What follows belongs to an exercise in optimizing a design on an open flow for small area, a short achievable clock period and few clock cycles per item; a production flow would make more cautious choices.
The RTL was checked by simulation tests, not by an equivalence proof against the original design.
Power is estimated from default activity; no workload was simulated.

==> design/flow/run.sh <==
#!/bin/bash
# synth_recipe.tcl (not shown) runs the flow's synth.tcl, then flattens the netlist and writes it again
# the make line also repeats each setting of config.mk as NAME=value (left out here)
make -C /OpenROAD-flow-scripts/flow DESIGN_CONFIG=/design/flow/config.mk WORK_HOME=/design/flow/orfs CLKGATE_MAP_FILE= SYNTH_SCRIPT=/design/flow/synth_recipe.tcl finish
==> design/flow/design.v <==
module DT(
	input 			clk, 
	input			reset,
	output	reg		done ,
	output	reg		sti_rd ,
	output	reg 	[9:0]	sti_addr ,
	input		[15:0]	sti_di,
	output	reg		res_wr ,
	output	reg		res_rd ,
	output	reg 	[13:0]	res_addr ,
	output	reg 	[7:0]	res_do,
	input		[7:0]	res_di,
	output  reg fwpass_finish
	);
	reg[13:0] count ;
	reg[15:0] now_process ;
	reg[3:0] state ;
	reg[7:0] bc_pixel ;
	always @( posedge clk ) begin
		if ( !reset ) begin
			done = 0 ;
			sti_rd = 0 ;
			sti_addr = 0 ;
			res_addr = 0 ;
			res_wr = 0 ;
			res_rd = 0 ;
			res_do = 0 ;
			fwpass_finish = 0 ;
			count = 14'b00000010000001 ;
			state = 1 ;
		end
		else if ( !fwpass_finish ) begin
			if ( state == 1 ) begin
				sti_rd = 1 ;
				if ( count == 129 ) begin
					sti_addr = 8 ;
				end
				else begin
					sti_addr = sti_addr + 1 ;
				end
				state = 2 ;
			end
			else if ( state == 2 ) begin
				res_wr = 0 ;
				if ( sti_di[15 - count % 16] == 0 || count % 128 == 127 || count % 128 == 0 ) begin
					if ( 15 - count % 16 == 0 ) begin
						state = 1 ;
					end
					count = count + 1 ;
					if ( count == 16255 ) begin
						fwpass_finish = 1 ;
						state = 1 ;
						count = count - 1 ;
					end
				end
				else if ( sti_di[15 - count % 16] > 0 ) begin
					res_rd = 1 ;
					res_addr = count - 1 ;
					state = 3 ;
				end
			end
			else if ( state == 3 ) begin
				res_do = res_di ;
				res_addr = count - 129 ;
				res_rd = 1 ;
				state = 4 ;
			end
			else if ( state == 4 ) begin
				if ( res_do > res_di ) begin
					res_do = res_di ;
				end
				res_addr = count - 128 ;
				res_rd = 1 ;
				state = 5 ;
			end
			else if ( state == 5 ) begin
				if ( res_do > res_di ) begin
					res_do = res_di ;
				end
				res_addr = count - 127 ;
				res_rd = 1 ;
				state = 6 ;
			end
			else if ( state == 6 ) begin
				if ( res_do > res_di ) begin
					res_do = res_di + 1 ;
				end
				else begin
					res_do = res_do + 1 ;
				end
				res_addr = count ;
				res_wr = 1 ;
				if ( 15 - count % 16 == 0 ) begin
					state = 1 ;
				end
				else begin
					state = 2 ;
				end
				count = count + 1 ;
				if ( count == 16255 ) begin
					fwpass_finish = 1 ;
					state = 1 ;
					count = count - 1 ;
				end
			end
		end
		else if ( !done ) begin
			if ( state == 1 ) begin
				res_wr = 0 ;
				res_rd = 1 ;
				res_addr = count ;
				state = 2 ;
			end
			else if ( state == 2 ) begin
				res_wr = 0 ;
				if ( res_di == 0 || count % 128 == 127 || count % 128 == 0 ) begin
					count = count - 1 ;
					res_rd = 1 ;
					res_addr = count ;
					if ( count == 128 ) begin
						done = 1 ;
					end
				end
				else if ( res_di > 0 ) begin
					bc_pixel = res_di ;
					res_rd = 1 ;
					res_addr = count + 1 ;
					state = 3 ;
				end
			end
			else if ( state == 3 ) begin
				res_do = res_di ;
				res_addr = count + 129 ;
				res_rd = 1 ;
				state = 4 ;
			end
			else if ( state == 4 ) begin
				if ( res_do > res_di ) begin
					res_do = res_di ;
				end
				res_addr = count + 128 ;
				res_rd = 1 ;
				state = 5 ;
			end
			else if ( state == 5 ) begin
				if ( res_do > res_di ) begin
					res_do = res_di ;
				end
				res_addr = count + 127 ;
				res_rd = 1 ;
				state = 6 ;
			end
			else if ( state == 6 ) begin
				if ( res_do > res_di ) begin
					if ( res_di + 1 > bc_pixel ) begin
						res_do = bc_pixel ;
					end
					else begin
						res_do = res_di + 1 ;
					end
				end
				else begin
					if ( res_do + 1 > bc_pixel ) begin
						res_do = bc_pixel ;
					end
					else begin
						res_do = res_do + 1 ;
					end
				end
				res_addr = count ;
				res_wr = 1 ;
				state = 1 ;
				count = count - 1 ;
				if ( count == 128 ) begin
					done = 1 ;
				end
			end
		end
	end
endmodule
==> design/flow/constraint.sdc <==
create_clock -name core_clock -period 5.0 [get_ports {clk}]
set_input_delay 1.0000 -clock core_clock [delete_from_list [all_inputs] [get_ports {clk}]]
set_output_delay 1.0000 -clock core_clock [all_outputs]
set_load 0.01 [all_outputs]
==> design/flow/config.mk <==
export PLATFORM = sky130hd
export DESIGN_NAME = DT
export DESIGN_NICKNAME = DT
export VERILOG_FILES = /design/flow/design.v
export SDC_FILE = /design/flow/constraint.sdc
export NUM_CORES = 4
export LEC_CHECK = 0
export CAP_MARGIN = 20
export CORE_MARGIN = 2
export CORE_UTILIZATION = 40
export SLEW_MARGIN = 20
==> impl_metrics.py <==
metrics = {
    "power": {
        "p_per_area_nw_per_um2": 450,
        "power.leakage_nw": 2.90,
        "ir_drop_uv": 192,
    },
    "yosys": {
        "syn_area_per_cell_um2": 7.38,
        "synth-warning-count": 1,
        "yosys.area.top_type": "dfxtp_1",
        "yosys.cell_types.count": 89,
        "synth-edff-count": 8,
        "synth_top_cell_area_share_pct": 15.4,
        "yosys-top-cells-count": "94 x nor2_1, 86 x nand2_1, 68 x a21oi_1",
        "async_flop_share_pct": 0,
        "ys.flop_type": "dfxtp_1",
        "synth_fp_nets": 1015,
        "synth_most_common_cell": "nor2_1",
        "synthCells": 951,
        "synth_area_um2": 7010,
        "synth-seq-cells": 62,
        "seq_area_frac_synth_pct": 18.8,
        "synthTopCellsByArea": "dfxtp_1 15%, ha_1 6.8%, xnor2_1 6.0%, nor2_1 5.0%, a21oi_1 4.9%",
    },
    "finish": {
        "syn_to_final_growth_pct": 14.4,
        "antenna_cells": 0,
        "final_nets": 1034,
        "fillers": 1775,
        "drive_gt1_share_pct": 8.31,
        "fin_util_pct": 46.5,
    },
    "setup_path": {
        "crit_arrival_ps": 4290,
        "reg2reg_slack_ps": 1280,
        "timing.rr.start": "count[1]",
        "r2r_end": "res_addr[1]",
        "r2r_cells": 8,
        "critical_path.max_fanout": 8,
        "cp-start-kind": "input port",
        "worstSetupEndpointType": "flop",
        "path_class": "in -> reg",
        "crit_required_ps": 5250,
    },
    "clock_network": {
        "cts_tree": "yes",
        "clock_sinks": 62,
        "holdBufCountCts": 0,
        "cts_resized": 0,
        "htree_levels": 3,
        "cts_buffers": 9,
        "clk_latency_ps": 350,
        "clockBufferDepth": 2,
        "postCtsSetupRepairBufs": 0,
        "path_clk_slew_ps": 60,
        "root_buffer": "clkbuf_16",
    },
    "sta": {
        "tightest_slew_ps": 1080,
        "finalCritPeriodShare_pct": 80.9,
        "period_needed_ps": 4040,
        "tns_ps": 0,
        "max_freq_mhz": 247,
        "rsz0062_at_grt": "false",
        "hold_viol": 0,
        "fin_ws_ps": 957,
        "slew_violations": 0,
        "maxSlewHeadroom_pct": 28.2,
        "skew_ps": 7.99,
        "setup_violations": 0,
    },
    "route": {
        "viasPerCell": 6.56,
        "routed_wl_um": 27800,
        "routedWlPerCell_um": 23.2,
        "drt-pass1-iter-count": 5,
        "drt_iter0_markers": 1114,
        "vias": 7868,
        "drc_errors": 0,
        "antenna_left": 0,
    },
    "placement": {
        "port_buffers": 62,
        "preCtsSetupSlack_ps": 655,
        "gp_congestion": 0.987,
        "hpwlAfterDp_um": 20000,
    },
    "die": {
        "rows": 48,
        "boundaryPins": 63,
        "core-area_um2": 17200,
        "initial_core_util_pct": 40.7,
        "die_w_um": 136,
        "dieHeight_um": 136,
        "dieArea_um2": 18600,
    },
    "global_route": {
        "antenna_found_initial": 0,
        "met2_usage_pct": 45.8,
        "grt_use_total_pct": 30.3,
        "gr-total-overflow": 0,
        "grt_most_used_layer": "met2",
        "grt_start_max_net_pins": 47,
        "grtUsageMet3_pct": 7.16,
        "first_global_vias": 7378,
        "use_met1_pct": 40.7,
        "grt_first_pass_wirelength_um": 43000,
    },
    "run_status": {
        "outcome": "timing/DRC/antenna clean",
    },
    "worst_hold_path": {
        "min_from": "res_rd",
        "holdPathStages": 2,
        "worst_hold_path.endpoint": "res_rd",
        "hold_path.class": "reg -> reg",
    },
    "job": {
        "maxCapViolCount": 0,
    },
}
-- where the power goes --
group	total (mW)	internal, mW	switching, mW	leakage [nW]
clock network	0.638	0.396	0.242	0.149
registers	0.797	0.598	0.199	0.514
logic	2.17	0.844	1.33	2.24
total	3.61	1.84	1.77	2.90
-- per-stage QoR --
stage	instance area (um^2)	instances	hold slack, ps	power [mW]
global route	8020	1200	520	3.81
CTS	8020	1200	476	3.56
global placement	7730	1184	451	2.92
floorplan	7010	951	502	2.21
finish	8020	1200	468	3.61
detailed placement	7730	1184	467	2.91
-- registers in the layout (all words and copies together), names as in the netlist --
| name | flops |
|---|---|
| state | 3 |
| done | 1 |
| res_addr | 14 |
| fwpass_finish | 1 |
| res_do | 8 |
| res_wr | 1 |
| count | 14 |
| bc_pixel | 8 |
| sti_addr | 10 |
| sti_rd | 1 |
| res_rd | 1 |
-- kinds of logic after synthesis --
logic type / Yosys count / share of synthesized area [%]
AO/OA/AOI/OAI: 291 / 29.1
flip-flops: 62 / 18.8
XOR/XNOR: 66 / 8.35
AND/OR/NAND/NOR: 362 / 26.4
multiplexers: 25 / 3.66
adder cells (fa/ha/maj): 38 / 6.78
buffers and inverters: 107 / 6.85
-- critical path, cell delays in order --
cell,delay (ps)
clkdlybuf4s50_1,600
ha_1,240
nand3_1,200
nor3_1,240
xnor2_1,140
ha_1,310
nand4_1,120
or3_1,360
o311a_1,170
mux2_2,370
a221o_1,320
a221oi_1,230
-- layer usage --
metal | share of wire, % | wire [um]
met1 | 43 | 11900
met2 | 43 | 11900
met3 | 10 | 2830
met4 | 4.3 | 1190
met5 | 0 | 0
-- worst max-delay path by stage --
| stage | cells past startpoint | slack (ps) | start | to |
|---|---|---|---|---|
| floorplan | 11 | 1630 | res_di[0] | res_do[2] |
| global placement | 12 | 780 | res_di[0] | res_do[2] |
| detailed placement | 12 | 650 | res_di[0] | res_do[2] |
| CTS | 12 | 980 | res_di[0] | res_do[2] |
| global route | 12 | 610 | res_di[0] | res_do[2] |
| finish | 12 | 960 | res_di[0] | res_do[2] |
-- cells in the final DEF (no fill, tap or decap), types with 22 or more instances in the layout --
cell,netlist,routed
a21oi_1,68,68
inv_1,27,27
a31oi_1,22,22
nand3_1,46,46
dfxtp_1,54,53
buf_4,5,22
xnor2_1,48,48
ha_1,38,38
clkdlybuf4s50_1,0,62
o21ai_0,44,44
nor2_1,94,94
nor3_1,25,25
nand2_1,86,86
-- layout make-up --
cell class	instances	area (um^2)	area share, %
Clock buffer	11	243	3.03
Clock inverter	5	50.0	0.624
Inverter	31	116	1.45
Multi-Input combinational cell	782	5220	65.1
Sequential cell	62	1320	16.5
Tap cell	225	282	3.51
Timing Repair Buffer	84	786	9.79
Testbench counts, summed over its fixed seeds: cycles 1,627,629, images 24.

==> afterwards: timing with drivers on the ports <==
The results above use ideal ports. As a check the final layout listed here was re-extracted and re-timed, cells and wires unchanged. Step 1 assumes that a clkbuf_16 drives the clock port and a buf_2 every other input. Step 2 adds t to the input delays and takes it off the output delays; t is the mean of the earliest and latest rising clock arrival at the registers after step 1. Input paths then give back, and output paths get back, about the clock's delay inside the block. Slacks: ideal ports / drivers / drivers and shift; pairs: ideal ports / drivers.
shift t [ns]: 0.385
setup slack, ns: 0.957 / 0.966 / 0.581
hold slack, ns: 0.468 / 0.468 / 0.468
clock arrival spread, ns: 0.008 / 0.008
worst slew at a driven data input, ns: 0.04
After both steps setup and hold are still met in this run. For this run, drivers alone change the setup slack by +0.009 ns; drivers and shift together by -0.376 ns.
